This is an optimization exercise on Yosys and OpenROAD, whose aim is small area, a short achievable clock period and few clock cycles, not a production implementation. At most, simulation tests tie the RTL to the original design; equivalence was not proved. Power figures rest on the tool's default switching activity, not on a simulated workload.

Design ARS_des, start of the top module:
module ARS_des(clk,reset,key,din,flag,dout,ready);
input [64:1] din;
input [64:1] key;
input clk,reset;
input flag;
output [64:1] dout;
output ready;
function [64:1]	IP;
input	[64:1]	IPin;
begin
IP=	 {IPin[58],IPin[50],IPin[42],IPin[34],IPin[26],IPin[18],IPin[10],IPin[2],
      IPin[60],IPin[52],IPin[44],IPin[36],IPin[28],IPin[20],IPin[12],IPin[4],
      IPin[62],IPin[54],IPin[46],IPin[38],IPin[30],IPin[22],IPin[14],IPin[6],
      IPin[64],IPin[56],IPin[48],IPin[40],IPin[32],IPin[24],IPin[16],IPin[8],
      IPin[57],IPin[49],IPin[41],IPin[33],IPin[25],IPin[17],IPin[9],IPin[1],
      IPin[59],IPin[51],IPin[43],IPin[35],IPin[27],IPin[19],IPin[11],IPin[3],
      IPin[61],IPin[53],IPin[45],IPin[37],IPin[29],IPin[21],IPin[13],IPin[5],
      IPin[63],IPin[55],IPin[47],IPin[39],IPin[31],IPin[23],IPin[15],IPin[7]};
end
endfunction
function [64:1] IVIP;
input    [64:1]  IP_1in;
begin
IVIP = {IP_1in[40],IP_1in[8],IP_1in[48],IP_1in[16],IP_1in[56],IP_1in[24],IP_1in[64],IP_1in[32],
        IP_1in[39],IP_1in[7],IP_1in[47],IP_1in[15],IP_1in[55],IP_1in[23],IP_1in[63],IP_1in[31],
        IP_1in[38],IP_1in[6],IP_1in[46],IP_1in[14],IP_1in[54],IP_1in[22],IP_1in[62],IP_1in[30],
        IP_1in[37],IP_1in[5],IP_1in[45],IP_1in[13],IP_1in[53],IP_1in[21],IP_1in[61],IP_1in[29],
        IP_1in[36],IP_1in[4],IP_1in[44],IP_1in[12],IP_1in[52],IP_1in[20],IP_1in[60],IP_1in[28],
        IP_1in[35],IP_1in[3],IP_1in[43],IP_1in[11],IP_1in[51],IP_1in[19],IP_1in[59],IP_1in[27],
  ...
Size in the first run: about 2000 cells after synthesis, about 130 flip-flops, ~200 I/O pins.
export LEC_CHECK = 0
export ABC_AREA = 1
export CAP_MARGIN = 20
export CORE_MARGIN = 2
export CORE_UTILIZATION = 40
export SETUP_SLACK_MARGIN = 3.8
export SLEW_MARGIN = 20
create_clock -name core_clock -period 6.0 [get_ports {clk}]
standard.sh (not shown) runs the stock make flow with config.mk's settings and CLKGATE_MAP_FILE= SYNTH_SCRIPT=/design/flow/synth_recipe.tcl, a recipe that flattens the netlist after the stock synthesis.
==> flow/flow/run.sh <==
#!/bin/bash
# Own layout flow: the standard ORFS layout, with ports buffered by sky130_fd_sc_hd__buf_1
# instead of the default buffer cell. Each make run's full output goes to its own log file here.
set -euo pipefail
work=$(pwd)
bash standard.sh synth > "$work/synth.log" 2>&1
bash standard.sh finish BUFFER_PORTS_ARGS="-buffer_cell sky130_fd_sc_hd__buf_1" > "$work/layout.log" 2>&1
test -f "$work/out/final.def"
Testbench counts at the start, summed over its fixed seeds: cycles 13,056.
==> next run, changes <==
==> flow/run.sh (new file) <==
#!/bin/bash
# synth_recipe.tcl (not shown) runs the flow's synth.tcl, then flattens the netlist and writes it again
# the make line also repeats each setting of config.mk as NAME=value (left out here)
make -C /OpenROAD-flow-scripts/flow DESIGN_CONFIG=/design/flow/config.mk WORK_HOME=/design/flow/orfs CLKGATE_MAP_FILE= SYNTH_SCRIPT=/design/flow/synth_recipe.tcl finish
Settings changed: SETUP_SLACK_MARGIN 3.8 to 3.6.
removed: flow/flow/run.sh
removed: flow/standard.sh
Outcome:
- first-iteration DRC count climbs by a few percent
- final cell count falls by a few percent
- non-clock buffer count fell by 86
- sequential power stays flat
==> next run, changes <==
==> flow/flow/run.sh (new file) <==
#!/bin/bash
# Own layout flow: the standard ORFS layout with two changes.
#  1. Synthesis skips ORFS's full-adder extraction (ADDER_MAP_FILE empty), which otherwise turns
#     the XORs of the round function into half-adder cells that ABC cannot optimise. Flip-flop
#     mapping is unchanged, so the registers, their names and cell types are the standard ones.
#  2. Ports are buffered with sky130_fd_sc_hd__buf_1 instead of the default buffer cell.
# Each make run's full output goes to its own log file in this folder.
set -euo pipefail
work=$(pwd)
bash standard.sh synth ADDER_MAP_FILE= > "$work/synth.log" 2>&1
bash standard.sh finish BUFFER_PORTS_ARGS="-buffer_cell sky130_fd_sc_hd__buf_1" > "$work/layout.log" 2>&1
test -f "$work/out/final.def"
==> flow/standard.sh (new file) <==
#!/bin/bash
# synth_recipe.tcl (not shown) runs the flow's synth.tcl, then flattens the netlist and writes it again
# the make line also repeats each setting of config.mk as NAME=value (left out here)
make -C /OpenROAD-flow-scripts/flow DESIGN_CONFIG=/design/flow/config.mk WORK_HOME=/design/flow/orfs CLKGATE_MAP_FILE= SYNTH_SCRIPT=/design/flow/synth_recipe.tcl "${@:-finish}"
removed: flow/run.sh
=> The new run went through all stages and came out clean; core utilization fell by 5.2 points; sequential power rose by roughly a tenth; maximum frequency fell by a few percent.
==> next run, changes <==
==> flow/flow/run.sh (replaced) <==
#!/bin/bash
# Own layout flow: the standard ORFS layout with two changes.
#  1. Synthesis maps the logic with an area-oriented ABC script (flow/abc_area.script) instead of
#     ORFS's, and without the full-adder extraction. Flip-flop mapping (dfflibmap) is unchanged, so
#     the registers, their names and cell types are those of the standard synthesis.
#  2. Ports are buffered with sky130_fd_sc_hd__buf_1 instead of the default buffer cell.
# Each make run's full output goes to its own log file in this folder.
set -euo pipefail
work=$(pwd)
rm -rf "$work/scripts_area"
cp -r "$FLOW_HOME/scripts" "$work/scripts_area"
cp "$work/flow/abc_area.script" "$work/scripts_area/abc_area.script"
bash standard.sh synth SCRIPTS_DIR="$work/scripts_area" ABC_AREA=1 ADDER_MAP_FILE= > "$work/synth.log" 2>&1
bash standard.sh finish BUFFER_PORTS_ARGS="-buffer_cell sky130_fd_sc_hd__buf_1" > "$work/layout.log" 2>&1
test -f "$work/out/final.def"
==> flow/flow/abc_area.script (new file) <==
strash
&get -n
&deepsyn -T 60
&put
dch -f
map -a
topo
Final area goes up by 14%.
Global-route usage goes up by 2.2 points.
Via count goes down by about 2.4%.
==> next run, changes <==
==> flow/flow/run.sh (replaced) <==
#!/bin/bash
# Own layout flow: the standard ORFS layout, with ports buffered by sky130_fd_sc_hd__buf_1
# instead of the default buffer cell. Each make run's full output goes to its own log file here.
set -euo pipefail
work=$(pwd)
bash standard.sh synth > "$work/synth.log" 2>&1
bash standard.sh finish BUFFER_PORTS_ARGS="-buffer_cell sky130_fd_sc_hd__buf_1" > "$work/layout.log" 2>&1
test -f "$work/out/final.def"
Settings changed: SETUP_SLACK_MARGIN 3.6 to 4.0.
removed: flow/flow/abc_area.script
After rerunning: The new run finished with timing, DRC and antenna clean; cell count rose by 22%; combinational power rose by 28%; worst setup slack is better by 0.28 ns; synthesized cell count rose by 32%.
==> next run, changes <==
Settings changed: SETUP_SLACK_MARGIN 4.0 to 3.6.
After rerunning: Count of clock-buffer cells in the layout is higher by 4. Die area is unchanged. Register-to-register slack got worse by 0.04 ns. Worst setup slack got worse by 0.020 ns. Fmax is lower by 0.84%.


## ember
Another version of the RTL of ARS_des (not shown whole).
For scale: roughly 1800 cells after synthesis, roughly 130 flip-flops, about 200 I/O pins, roughly 11000 µm² of cells after synthesis.
Settings: LEC_CHECK=0, ABC_AREA=1, CAP_MARGIN=20, CORE_MARGIN=2, CORE_UTILIZATION=40, SETUP_SLACK_MARGIN=3.6, SLEW_MARGIN=20; clock period 6.0 ns.
==> flow/flow/run.sh <==
#!/bin/bash
# Own layout flow: the standard ORFS layout with two changes.
#  1. Synthesis skips ORFS's full-adder extraction (ADDER_MAP_FILE empty), which otherwise turns
#     the XORs of the round function into half-adder cells that ABC cannot optimise. Flip-flop
#     mapping is unchanged, so the registers, their names and cell types are the standard ones.
#  2. Ports are buffered with sky130_fd_sc_hd__buf_1 instead of the default buffer cell.
# Each make run's full output goes to its own log file in this folder.
set -euo pipefail
work=$(pwd)
bash standard.sh synth ADDER_MAP_FILE= > "$work/synth.log" 2>&1
bash standard.sh finish BUFFER_PORTS_ARGS="-buffer_cell sky130_fd_sc_hd__buf_1" > "$work/layout.log" 2>&1
test -f "$work/out/final.def"
No stage failed in ember, and the final checks on the layout all came back clean.
Inputs modified between ember and zinc:
Settings: swapping 40 for 55 in CORE_UTILIZATION.
[summary]
Count of input and output buffers: zinc vs ember, no meaningful difference. Placement-stage worst setup slack for zinc: 0.081 ns down relative to ember. Highest net fanout along the worst path came out exactly the same in zinc and ember. zinc consumes less power than ember does. On total routed wire length on the met1 layer, the lower figure sits with zinc, not ember. ember and zinc ended up with roughly the same final hold slack. Against ember as the reference, zinc delivers a higher remaining max-slew budget at the tightest pin. Comparing zinc and ember, post-placement cell count is lower on zinc. When zinc is measured against ember, its cell count turns out about 4.4% lower.
Setup changes, zinc to nickel
Settings: changing CORE_UTILIZATION from 55 to 40.
-- flow/flow/run.sh --
<<< zinc, line 3
#  1. Synthesis skips ORFS's full-adder extraction (ADDER_MAP_FILE empty), which otherwise turns
#     the XORs of the round function into half-adder cells that ABC cannot optimise. Flip-flop
>>> nickel, line 3
#  1. Synthesis maps the logic with an area-oriented ABC script (flow/abc_area.script, used in
#     place of ORFS's) and skips ORFS's full-adder extraction (ADDER_MAP_FILE empty). Flip-flop
<<< zinc, line 10
bash standard.sh synth ADDER_MAP_FILE= > "$work/synth.log" 2>&1
>>> nickel, line 10
rm -rf "$work/scripts_area"
cp -r "$FLOW_HOME/scripts" "$work/scripts_area"
cp "$work/flow/abc_area.script" "$work/scripts_area/abc_area.script"
bash standard.sh synth SCRIPTS_DIR="$work/scripts_area" ADDER_MAP_FILE= > "$work/synth.log" 2>&1
==> flow/flow/abc_area.script (new file) <==
strash
dch -f
map -a
topo
## What came out
nickel: worst relative slew slack 22 points below zinc
On worst hold margin, nickel does worse than zinc.
The synthesized area reported for nickel is smaller than that of zinc by 9.6%.
No run of this note included a check of the RTL's function; only the layout flow was run.


Setup of job 8584:
ARS_des, a different RTL version from the one above (not shown whole).
Size: about 1200 cells after synthesis, about 130 flip-flops.
// ARS_des
module ARS_des(clk,reset,key,din,flag,dout,ready);
input [64:1] din;
input [64:1] key;
input clk,reset;
input flag;
output [64:1] dout;
output ready;
function [64:1]	IP;
input	[64:1]	IPin;
begin
IP=	 {IPin[58],IPin[50],IPin[42],IPin[34],IPin[26],IPin[18],IPin[10],IPin[2],
      IPin[60],IPin[52],IPin[44],IPin[36],IPin[28],IPin[20],IPin[12],IPin[4],
      IPin[62],IPin[54],IPin[46],IPin[38],IPin[30],IPin[22],IPin[14],IPin[6],
      IPin[64],IPin[56],IPin[48],IPin[40],IPin[32],IPin[24],IPin[16],IPin[8],
      IPin[57],IPin[49],IPin[41],IPin[33],IPin[25],IPin[17],IPin[9],IPin[1],
      IPin[59],IPin[51],IPin[43],IPin[35],IPin[27],IPin[19],IPin[11],IPin[3],
      IPin[61],IPin[53],IPin[45],IPin[37],IPin[29],IPin[21],IPin[13],IPin[5],
      IPin[63],IPin[55],IPin[47],IPin[39],IPin[31],IPin[23],IPin[15],IPin[7]};
end
endfunction
function [64:1] IVIP;
input    [64:1]  IP_1in;
begin
IVIP = {IP_1in[40],IP_1in[8],IP_1in[48],IP_1in[16],IP_1in[56],IP_1in[24],IP_1in[64],IP_1in[32],
        IP_1in[39],IP_1in[7],IP_1in[47],IP_1in[15],IP_1in[55],IP_1in[23],IP_1in[63],IP_1in[31],
        IP_1in[38],IP_1in[6],IP_1in[46],IP_1in[14],IP_1in[54],IP_1in[22],IP_1in[62],IP_1in[30],
        IP_1in[37],IP_1in[5],IP_1in[45],IP_1in[13],IP_1in[53],IP_1in[21],IP_1in[61],IP_1in[29],
        IP_1in[36],IP_1in[4],IP_1in[44],IP_1in[12],IP_1in[52],IP_1in[20],IP_1in[60],IP_1in[28],
        IP_1in[35],IP_1in[3],IP_1in[43],IP_1in[11],IP_1in[51],IP_1in[19],IP_1in[59],IP_1in[27],
        IP_1in[34],IP_1in[2],IP_1in[42],IP_1in[10],IP_1in[50],IP_1in[18],IP_1in[58],IP_1in[26],
  ...
export LEC_CHECK = 0
export CAP_MARGIN = 20
export CORE_MARGIN = 2
export CORE_UTILIZATION = 40
export SLEW_MARGIN = 20
create_clock -name core_clock -period 6.0 [get_ports {clk}]
run.sh (not shown) runs the stock make flow with config.mk's settings and CLKGATE_MAP_FILE= SYNTH_SCRIPT=/design/flow/synth_recipe.tcl, a recipe that flattens the netlist after the stock synthesis.
Stock flow here: none of the scripts above is used.
Edits applied to the flow inputs when going from job 8584 to job 6863:
Settings: SETUP_SLACK_MARGIN newly set to 3.6; ABC_AREA newly set to 1.
### Flow results
- For job 8584, the main combinational cell family by area after synthesis was multiplexers, unlike job 6863, where it was simple AND/OR/NAND/NOR gates.
- From job 8584 to job 6863 the numbers moved as follows: die outline width went down 1.3 um; sum of routed wire length over all layers higher; via count of the first global-routing pass climbed 3110; tightest hold margin increased 0.012 ns; worst setup slack picked up an extra 1.30 ns.
- [compare] base=job 8584 new=job 6863: final standard cell area without fillers saw an increase; overall power saw a decrease; total length of routed met2 wires saw an increase; met3 layer wire length in the routed design saw an increase.
Edits applied to the flow inputs when going from job 6863 to job 5545:
Settings: SETUP_SLACK_MARGIN now 3.0, was 3.6; ABC_AREA no longer set, was 1.
==> run summary <==
- Xor and xnor area share after synthesis: job 5545 > job 6863
- Comparing non-clock inverter count in the final layout for job 6863 and job 5545, the bigger number came from job 6863.
- Relative to job 6863, the number of unique standard cell types used by synthesis measured on job 5545 has increased by more than 100%.
- On detailed-routing wirelength on met1: between job 6863 and job 5545, it ends up higher for job 6863.
- Quantity of gates resized following cts, job 6863 and job 5545: lower on job 5545
- [job 5545] register fraction of the total cell area fell 0.15 points relative to job 6863
- When job 5545 is set beside job 6863, its path length in cells of the critical path turns out to be 6 larger.
- Comparing job 5545 against job 6863, there is no change at all in depth of the worst hold-timing path.
- Looking only at net load switching power, and setting everything else aside, the higher value of job 6863 and job 5545 goes to job 5545.
- The higher overall die area came out of job 5545.
- On non-clock buffer area fraction after layout, job 6863 and job 5545 are neck and neck.
No run of this note included a check of the RTL's function; only the layout flow was run.


Setup of run 1:
Another version of the RTL of ARS_des (not shown whole).
Size: about 1700 cells after synthesis, ~130 flip-flops, ~200 I/O pins, roughly 10000 um2 of cells after synthesis.
Settings: LEC_CHECK=0, ABC_AREA=1, CAP_MARGIN=20, CORE_MARGIN=2, CORE_UTILIZATION=52, SETUP_SLACK_MARGIN=3.6, SLEW_MARGIN=20; clock period 6.0 ns.
standard.sh (not shown) runs the stock make flow with config.mk's settings and CLKGATE_MAP_FILE= SYNTH_SCRIPT=/design/flow/synth_recipe.tcl, a recipe that flattens the netlist after the stock synthesis.
==> flow/flow/run.sh <==
#!/bin/bash
# Own layout flow: the standard ORFS layout with two changes.
#  1. Synthesis skips ORFS's full-adder extraction (ADDER_MAP_FILE empty), which otherwise turns
#     the XORs of the round function into half-adder cells that ABC cannot optimise. Flip-flop
#     mapping is unchanged, so the registers, their names and cell types are the standard ones.
#  2. Ports are buffered with sky130_fd_sc_hd__buf_1 instead of the default buffer cell.
# Each make run's full output goes to its own log file in this folder.
set -euo pipefail
work=$(pwd)
bash standard.sh synth ADDER_MAP_FILE= > "$work/synth.log" 2>&1
bash standard.sh finish BUFFER_PORTS_ARGS="-buffer_cell sky130_fd_sc_hd__buf_1" > "$work/layout.log" 2>&1
test -f "$work/out/final.def"
Run 1 ran to completion and came out clean on the timing, design-rule and antenna checks.
Testbench counts of run 1, summed over its fixed seeds: cycles 13,056.
Input-level comparison between run 2 and run 1:
Settings: a change of CORE_UTILIZATION from 52 to 40.
==> flow/flow/run.sh <==
#!/bin/bash
# Own layout flow: the standard ORFS layout with two changes.
#  1. Synthesis maps the logic with an area-oriented ABC script (flow/abc_area.script, used in
#     place of ORFS's) and skips ORFS's full-adder extraction (ADDER_MAP_FILE empty). Flip-flop
#     mapping is unchanged, so the registers, their names and cell types are the standard ones.
#  2. Ports are buffered with sky130_fd_sc_hd__buf_1 instead of the default buffer cell.
# Each make run's full output goes to its own log file in this folder.
set -euo pipefail
work=$(pwd)
rm -rf "$work/scripts_area"
cp -r "$FLOW_HOME/scripts" "$work/scripts_area"
cp "$work/flow/abc_area.script" "$work/scripts_area/abc_area.script"
bash standard.sh synth SCRIPTS_DIR="$work/scripts_area" ADDER_MAP_FILE= > "$work/synth.log" 2>&1
bash standard.sh finish BUFFER_PORTS_ARGS="-buffer_cell sky130_fd_sc_hd__buf_1" > "$work/layout.log" 2>&1
test -f "$work/out/final.def"
==> flow/flow/abc_area.script (new file) <==
strash
&get -n
&dch
&nf -p
&put
topo
stime -c
buffer -c
upsize -c
dnsize -c
[summary]
Critical path startpoint = data[1]$_DFFE_PP_: run 1; critical path startpoint = data[30]$_DFFE_PP_: run 2
Going from run 1 to run 2, placed cell area shrinks by 7.9%.
Run 2: initial core utilization 13 points below run 1
Going from run 1 to run 2, vias per cell rose by about 7%; all-layer global routing usage fell by 8.5 points.
Looking at main combinational cell family by area after synthesis, the compound AO/OA/AOI/OAI gates result is from run 2; the simple AND/OR/NAND/NOR gates one comes from run 1.
The final reports for run 2 and run 1 show number of logic inverters in the finished layout lower in the former.
Run 2 vs run 1, signed area change from the synthesized netlist to the final layout went up by 18 points.
The final reports for run 2 and run 1 show global routing met3 resource utilization lower in the former.
Final weighted congestion in routability-driven placement: run 2 lower than run 1
Edits applied to the flow inputs when going from run 2 to run 3:
==> flow/flow/run.sh <==
#!/bin/bash
# Own layout flow: the standard ORFS layout with two changes.
#  1. Synthesis skips ORFS's full-adder extraction (ADDER_MAP_FILE empty), which otherwise turns
#     the XORs of the round function into half-adder cells that ABC cannot optimise. Flip-flop
#     mapping is unchanged, so the registers, their names and cell types are the standard ones.
#  2. Ports are buffered with sky130_fd_sc_hd__buf_1 instead of the default buffer cell.
# Each make run's full output goes to its own log file in this folder.
set -euo pipefail
work=$(pwd)
bash standard.sh synth ADDER_MAP_FILE= > "$work/synth.log" 2>&1
bash standard.sh finish BUFFER_PORTS_ARGS="-buffer_cell sky130_fd_sc_hd__buf_1" > "$work/layout.log" 2>&1
test -f "$work/out/final.def"
removed: flow/flow/abc_area.script
[summary]
Run 3 finished end to end and its layout was clean on timing, DRC and antenna. Wire length (run 3 / run 2): 1.19. Comparing the two runs side by side, run 3 comes out behind run 2 on combined area of all synthesized cells. Run 3: met1 usage is 6.2 points higher than what run 2 reported. Diff run 2 -> run 3: overall power of the completed layout has decreased, combinational share of power fell 6.2 points, setup slack climbed 0.070 ns. Comparing hold slack for run 3 and run 2, the bigger number came from run 3.
Edits applied to the flow inputs when going from run 3 to run 4:
Settings: a change of CORE_UTILIZATION from 40 to 30.
==> flow/flow/run.sh <==
#!/bin/bash
# Own layout flow: the standard ORFS layout with two changes.
#  1. Synthesis maps the logic with an area-oriented ABC script (flow/abc_area.script, used in
#     place of ORFS's) and skips ORFS's full-adder extraction (ADDER_MAP_FILE empty). Flip-flop
#     mapping is unchanged, so the registers, their names and cell types are the standard ones.
#  2. Ports are buffered with sky130_fd_sc_hd__buf_1 instead of the default buffer cell.
# Each make run's full output goes to its own log file in this folder.
set -euo pipefail
work=$(pwd)
rm -rf "$work/scripts_area"
cp -r "$FLOW_HOME/scripts" "$work/scripts_area"
cp "$work/flow/abc_area.script" "$work/scripts_area/abc_area.script"
bash standard.sh synth SCRIPTS_DIR="$work/scripts_area" ADDER_MAP_FILE= > "$work/synth.log" 2>&1
bash standard.sh finish BUFFER_PORTS_ARGS="-buffer_cell sky130_fd_sc_hd__buf_1" > "$work/layout.log" 2>&1
test -f "$work/out/final.def"
==> flow/flow/abc_area.script (new file) <==
strash
&get -n
&dch
&nf -p
&put
topo
stime -c
buffer -c
upsize -c
dnsize -c
## What came out
Taking run 3 as the reference, in run 4 buffering stage count on the worst path with inverters included went up 1; fraction of layout cells with a size suffix above 1 now larger.
Overall die height in run 4 is 11% above run 3.
Compared to run 3, run 4 has routed length per instance 2.6 um higher.
Looking at net count after synthesis, run 4 sits about 30% below run 3.
A most common library cell in the layout ignoring fill and taps of sky130_fd_sc_hd__nand2_1 is what run 3 shows, while sky130_fd_sc_hd__buf_1 belongs to run 4.

[static timing again, ports no longer ideal]
How much do the figures lean on ideal ports? The routed layouts below were timed once more, with nothing changed but the port constraints. Step 1 assumes that a clkbuf_16 drives the clock port and a buf_2 every other input. Step 2 also shifts input and output timing later by t, the mid clock arrival at the registers, as if the neighbouring blocks saw the same clock. Three values: ideal ports, drivers, drivers and shift; two values: the first two.
run	t (ns)	setup slack, ns	worst setup path at the end	clock arrival spread, ns	worst register clock-pin slew, ns
the first run of note 1	0.494	3.603 / 3.552 / 3.356	input to register	0.011 / 0.011	0.07 / 0.07
the second run of note 1	0.484	3.632 / 3.580 / 3.301	input to register	0.014 / 0.015	0.08 / 0.08
the third run of note 1	0.482	3.534 / 3.483 / 3.275	input to register	0.022 / 0.022	0.07 / 0.07
the fourth run of note 1	0.484	3.345 / 3.345 / 3.203	input to register	0.016 / 0.015	0.07 / 0.07
the fifth run of note 1	0.492	3.629 / 3.575 / 3.592	input to register	0.017 / 0.017	0.08 / 0.08
the sixth run of note 1	0.487	3.608 / 3.559 / 3.296	input to register	0.015 / 0.014	0.07 / 0.07
ember	0.476	3.564 / 3.515 / 3.165	input to register	0.011 / 0.011	0.07 / 0.07
zinc	0.478	3.553 / 3.505 / 3.276	input to register	0.011 / 0.010	0.07 / 0.07
nickel	0.479	3.470 / 3.421 / 3.072	input to register	0.014 / 0.014	0.07 / 0.07
job 8584	0.486	2.263 / 2.263 / 2.263	register to register	0.015 / 0.014	0.07 / 0.07
job 6863	0.467	3.561 / 3.513 / 3.169	input to register	0.015 / 0.014	0.07 / 0.07
job 5545	0.502	2.929 / 2.900 / 2.825	input to register	0.018 / 0.019	0.07 / 0.07
run 1	0.479	3.560 / 3.510 / 3.144	input to register	0.014 / 0.015	0.07 / 0.07
run 2	0.478	3.510 / 3.470 / 3.160	input to register	0.011 / 0.011	0.07 / 0.07
run 3	0.478	3.580 / 3.534 / 3.197	input to register	0.011 / 0.011	0.07 / 0.07
run 4	0.489	3.519 / 3.519 / 3.191	input to register	0.011 / 0.011	0.07 / 0.07
After both steps every run listed still meets setup and hold. The setup slack of run 1, which loses most, moves by -0.050 ns with the drivers and by -0.416 ns with both steps.
